This is an optimization exercise on Yosys and OpenROAD, whose aim is small area and a short achievable clock period, not a production implementation.
In this exercise RTL edits were held to simulation tests only and were not proved equivalent to the original.
Power is estimated from default activity; no workload was simulated.

==> run a: inputs <==
## ChipLevel
module ChipLevel (
   input  logic [15:0] data16_a, data16_b, data16_c, data16_d,
   input  logic [7:0] din_a, din_b,
   input  logic [1:0] sel,
   input  logic clk, cin, rst, start,
   input  logic s1, s2, op,
   output logic [15:0] mux_out, regout,
   output logic [31:0] m32_out,
   output logic cout1, cout2, comp_out1, comp_out2
);
export LEC_CHECK = 0
export CAP_MARGIN = 20
export CORE_MARGIN = 2
export CORE_UTILIZATION = 60
export SETUP_SLACK_MARGIN = 3.6
export SLEW_MARGIN = 20
create_clock -name core_clock -period 8.0 [get_ports {clk}]
standard.sh (not shown) runs the stock make flow with config.mk's settings and CLKGATE_MAP_FILE= SYNTH_SCRIPT=/design/flow/synth_recipe.tcl, a recipe that flattens the netlist after the stock synthesis.
==> flow/flow/run.sh <==
#!/bin/bash
# Layout flow: the standard one, except that synthesis keeps the design's FA
# modules as the library's full-adder cell (flow/synth_fa.tcl) and leaves the
# remaining logic to ABC without re-extracting adders from it.  The
# registers must come out exactly as in the standard synthesis (same names
# and cell types); if they do not, the standard synthesis is used instead.
set -uo pipefail
R=orfs/results/$FLOW_PLATFORM/ChipLevel/base

bash standard.sh synth > std_synth.log 2>&1 || exit 1
cp $R/1_2_yosys.v std_1_2_yosys.v

# 2. the synthesis with full-adder cells, in a work folder of its own
MK=$(sed -n 's/^make -C \S* \(.*\) "\${@:-finish}"$/\1/p' standard.sh | sed 's|WORK_HOME=\S*||; s|SYNTH_SCRIPT=\S*||')
read -ra MKARGS <<< "$MK"
make -C "$FLOW_HOME" "${MKARGS[@]}" WORK_HOME="$PWD/orfs_fa" SYNTH_SCRIPT="$PWD/flow/synth_fa.tcl" \
  "SYNTH_KEEP_MODULES=FA HA CellAOI21 CellOAI21 CellNAND2 CellNOR2 CellXOR2 CellXNOR2" "ADDER_MAP_FILE=" synth > fa_synth.log 2>&1
ok=$?
if [[ $ok -eq 0 ]] && python3 flow/same_regs.py std_1_2_yosys.v orfs_fa/results/$FLOW_PLATFORM/ChipLevel/base/1_2_yosys.v > regs_check.log 2>&1; then
  echo "using the full-adder synthesis" > synth_choice.log
  cp orfs_fa/results/$FLOW_PLATFORM/ChipLevel/base/1_2_yosys.v $R/1_2_yosys.v
  rm -f $R/1_synth.odb $R/1_synth.sdc
else
  echo "using the standard synthesis (fa synth exit $ok)" > synth_choice.log
fi

# 3. the rest of the standard flow, with the ORFS settings in flow/make_args.txt
EXTRA=()
if [[ -f flow/make_args.txt ]]; then
  while read -r line; do [[ -n "$line" && "$line" != \#* ]] && EXTRA+=("${line//@FLOW@/$PWD/flow}"); done < flow/make_args.txt
fi
bash standard.sh finish "${EXTRA[@]}" > std_finish.log 2>&1
==> flow/flow/make_args.txt <==
BUFFER_PORTS_ARGS=-buffer_cell sky130_fd_sc_hd__buf_1
POST_GLOBAL_PLACE_TCL=@FLOW@/post_gpl.tcl
DONT_USE_CELLS=sky130_fd_sc_hd__probe_p_8 sky130_fd_sc_hd__probec_p_8 sky130_fd_sc_hd__lpflow_bleeder_1 sky130_fd_sc_hd__lpflow_clkbufkapwr_1 sky130_fd_sc_hd__lpflow_clkbufkapwr_16 sky130_fd_sc_hd__lpflow_clkbufkapwr_2 sky130_fd_sc_hd__lpflow_clkbufkapwr_4 sky130_fd_sc_hd__lpflow_clkbufkapwr_8 sky130_fd_sc_hd__lpflow_clkinvkapwr_1 sky130_fd_sc_hd__lpflow_clkinvkapwr_16 sky130_fd_sc_hd__lpflow_clkinvkapwr_2 sky130_fd_sc_hd__lpflow_clkinvkapwr_4 sky130_fd_sc_hd__lpflow_clkinvkapwr_8 sky130_fd_sc_hd__lpflow_decapkapwr_12 sky130_fd_sc_hd__lpflow_decapkapwr_3 sky130_fd_sc_hd__lpflow_decapkapwr_4 sky130_fd_sc_hd__lpflow_decapkapwr_6 sky130_fd_sc_hd__lpflow_decapkapwr_8 sky130_fd_sc_hd__lpflow_inputiso0n_1 sky130_fd_sc_hd__lpflow_inputiso0p_1 sky130_fd_sc_hd__lpflow_inputiso1n_1 sky130_fd_sc_hd__lpflow_inputiso1p_1 sky130_fd_sc_hd__lpflow_inputisolatch_1 sky130_fd_sc_hd__lpflow_isobufsrc_1 sky130_fd_sc_hd__lpflow_isobufsrc_16 sky130_fd_sc_hd__lpflow_isobufsrc_2 sky130_fd_sc_hd__lpflow_isobufsrc_4 sky130_fd_sc_hd__lpflow_isobufsrc_8 sky130_fd_sc_hd__lpflow_isobufsrckapwr_16 sky130_fd_sc_hd__lpflow_lsbuf_lh_hl_isowell_tap_1 sky130_fd_sc_hd__lpflow_lsbuf_lh_hl_isowell_tap_2 sky130_fd_sc_hd__lpflow_lsbuf_lh_hl_isowell_tap_4 sky130_fd_sc_hd__lpflow_lsbuf_lh_isowell_4 sky130_fd_sc_hd__lpflow_lsbuf_lh_isowell_tap_1 sky130_fd_sc_hd__lpflow_lsbuf_lh_isowell_tap_2 sky130_fd_sc_hd__lpflow_lsbuf_lh_isowell_tap_4  sky130_fd_sc_hd__clkdlybuf4s15_1 sky130_fd_sc_hd__clkdlybuf4s15_2 sky130_fd_sc_hd__clkdlybuf4s18_1 sky130_fd_sc_hd__clkdlybuf4s18_2 sky130_fd_sc_hd__clkdlybuf4s25_1 sky130_fd_sc_hd__clkdlybuf4s25_2 sky130_fd_sc_hd__clkdlybuf4s50_1 sky130_fd_sc_hd__clkdlybuf4s50_2
==> flow/flow/post_gpl.tcl <==
# The standard port buffering gives every port a buf_1 (BUFFER_PORTS_ARGS);
# input ports fan out to many cells, so their buffers become buf_4.
foreach inst [get_cells input*] {
  if {[get_property $inst ref_name] eq "sky130_fd_sc_hd__buf_1"} {
    replace_cell $inst sky130_fd_sc_hd__buf_4
  }
}
Other scripts of this flow, unchanged in this note and not shown: flow/flow/same_regs.py, flow/flow/synth_fa.tcl
==> run b (differences from run a) <==
==> flow/flow/post_gpl.tcl (replaced) <==
# The standard port buffering gives every port a buf_1 (BUFFER_PORTS_ARGS);
# input ports fan out to many cells, so their buffers become buf_2.
foreach inst [get_cells input*] {
  if {[get_property $inst ref_name] eq "sky130_fd_sc_hd__buf_1"} {
    replace_cell $inst sky130_fd_sc_hd__buf_2
  }
}
CORE_UTILIZATION = 70   (was 60)
SETUP_SLACK_MARGIN = 3.9   (was 3.6)
TNS_END_PERCENT = 0   (was not set)
==> run c (differences from run a) <==
==> flow/flow/make_args.txt (replaced) <==
BUFFER_PORTS_ARGS=-buffer_cell sky130_fd_sc_hd__buf_1
POST_GLOBAL_PLACE_TCL=@FLOW@/post_gpl.tcl
DONT_USE_CELLS=sky130_fd_sc_hd__probe_p_8 sky130_fd_sc_hd__probec_p_8 sky130_fd_sc_hd__lpflow_bleeder_1 sky130_fd_sc_hd__lpflow_clkbufkapwr_1 sky130_fd_sc_hd__lpflow_clkbufkapwr_16 sky130_fd_sc_hd__lpflow_clkbufkapwr_2 sky130_fd_sc_hd__lpflow_clkbufkapwr_4 sky130_fd_sc_hd__lpflow_clkbufkapwr_8 sky130_fd_sc_hd__lpflow_clkinvkapwr_1 sky130_fd_sc_hd__lpflow_clkinvkapwr_16 sky130_fd_sc_hd__lpflow_clkinvkapwr_2 sky130_fd_sc_hd__lpflow_clkinvkapwr_4 sky130_fd_sc_hd__lpflow_clkinvkapwr_8 sky130_fd_sc_hd__lpflow_decapkapwr_12 sky130_fd_sc_hd__lpflow_decapkapwr_3 sky130_fd_sc_hd__lpflow_decapkapwr_4 sky130_fd_sc_hd__lpflow_decapkapwr_6 sky130_fd_sc_hd__lpflow_decapkapwr_8 sky130_fd_sc_hd__lpflow_inputiso0n_1 sky130_fd_sc_hd__lpflow_inputiso0p_1 sky130_fd_sc_hd__lpflow_inputiso1n_1 sky130_fd_sc_hd__lpflow_inputiso1p_1 sky130_fd_sc_hd__lpflow_inputisolatch_1 sky130_fd_sc_hd__lpflow_isobufsrc_1 sky130_fd_sc_hd__lpflow_isobufsrc_16 sky130_fd_sc_hd__lpflow_isobufsrc_2 sky130_fd_sc_hd__lpflow_isobufsrc_4 sky130_fd_sc_hd__lpflow_isobufsrc_8 sky130_fd_sc_hd__lpflow_isobufsrckapwr_16 sky130_fd_sc_hd__lpflow_lsbuf_lh_hl_isowell_tap_1 sky130_fd_sc_hd__lpflow_lsbuf_lh_hl_isowell_tap_2 sky130_fd_sc_hd__lpflow_lsbuf_lh_hl_isowell_tap_4 sky130_fd_sc_hd__lpflow_lsbuf_lh_isowell_4 sky130_fd_sc_hd__lpflow_lsbuf_lh_isowell_tap_1 sky130_fd_sc_hd__lpflow_lsbuf_lh_isowell_tap_2 sky130_fd_sc_hd__lpflow_lsbuf_lh_isowell_tap_4  sky130_fd_sc_hd__clkdlybuf4s15_1 sky130_fd_sc_hd__clkdlybuf4s15_2 sky130_fd_sc_hd__clkdlybuf4s18_1 sky130_fd_sc_hd__clkdlybuf4s18_2 sky130_fd_sc_hd__clkdlybuf4s25_1 sky130_fd_sc_hd__clkdlybuf4s25_2 sky130_fd_sc_hd__clkdlybuf4s50_1 sky130_fd_sc_hd__clkdlybuf4s50_2
RECOVER_POWER=50
==> flow/flow/post_gpl.tcl (replaced) <==
# The standard port buffering gives every port a buf_1 (BUFFER_PORTS_ARGS);
# input ports fan out to many cells, so their buffers become buf_2.
foreach inst [get_cells input*] {
  if {[get_property $inst ref_name] eq "sky130_fd_sc_hd__buf_1"} {
    replace_cell $inst sky130_fd_sc_hd__buf_2
  }
}
SETUP_SLACK_MARGIN = 3.9   (was 3.6)
TNS_END_PERCENT = 0   (was not set)
==> flow_summary_export.csv <==
group,metric,value,unit
clock_tree,cts_setup_buffers,3,
floorplan,coreArea,0.0276,sq mm
run_status,status,"timing/DRC/antenna clean",
floorplan,fp.dieArea,0.0293,sq mm
power,seq_power_share,26.9,%
cells_and_area,postLayoutCellArea,0.0189,sq mm
global_routing,grtUsageTotal,28.7,%
cells_and_area,sh_seq_area,21.9,%
floorplan,die_y,171,um
the above is filed under run a

==> flow_summary_export.csv <==
group,metric,value,unit
floorplan,fp.dieArea,0.0252,sq mm
global_routing,grtUsageTotal,32.6,%
cells_and_area,layout.nets,2229,
logic_synthesis,yosysWarnings,6,
floorplan,coreArea,0.0235,sq mm
clock_tree,cts_setup_buffers,2,
cells_and_area,postLayoutCellArea,0.0184,sq mm
worst_hold_path,hold_path_class,"register to register",
cells_and_area,sh_seq_area,22.5,%
floorplan,die_y,159,um
run_status,status,"timing/DRC/antenna clean",
the above is filed under run b

==> flow_summary_export.csv <==
group,metric,value,unit
floorplan,coreArea,0.0276,sq mm
run_status,so_faults,"max-capacitance violations, max-slew violations",
cells_and_area,postLayoutCellArea,0.0184,sq mm
timing,drv_slew,75,
job,cap_viol_max_count,2,
cells_and_area,sh_seq_area,22.5,%
run_status,status,"complete, but fails checks",
global_routing,grtUsageTotal,28.7,%
the above is filed under run c

re-timing with driven ports:
The results above use ideal ports. As a check the final layouts listed here were re-extracted and re-timed, cells and wires unchanged.
Step 1, drivers: a clkbuf_16 drives clk and a buf_2 each remaining input, both assumed.
Step 2 moves the port delays by t, midway between the first and last clock arrival at a register: inputs arrive t later, outputs are due t later. That takes back most of the time a late clock gives input paths.
a / b / c = ideal ports / drivers / drivers and shift; a / b = the first two.
run	t (ns)	setup slack, ns	clock arrival spread, ns
run a	0.495	3.594 / 3.564 / 3.068	0.013 / 0.013
run b	0.485	3.603 / 3.592 / 3.107	0.018 / 0.018
run c	0.485	2.812 / 2.808 / 2.323	0.014 / 0.014
The setup slack of run a, which loses most, moves by -0.030 ns with the drivers and by -0.526 ns with both steps.
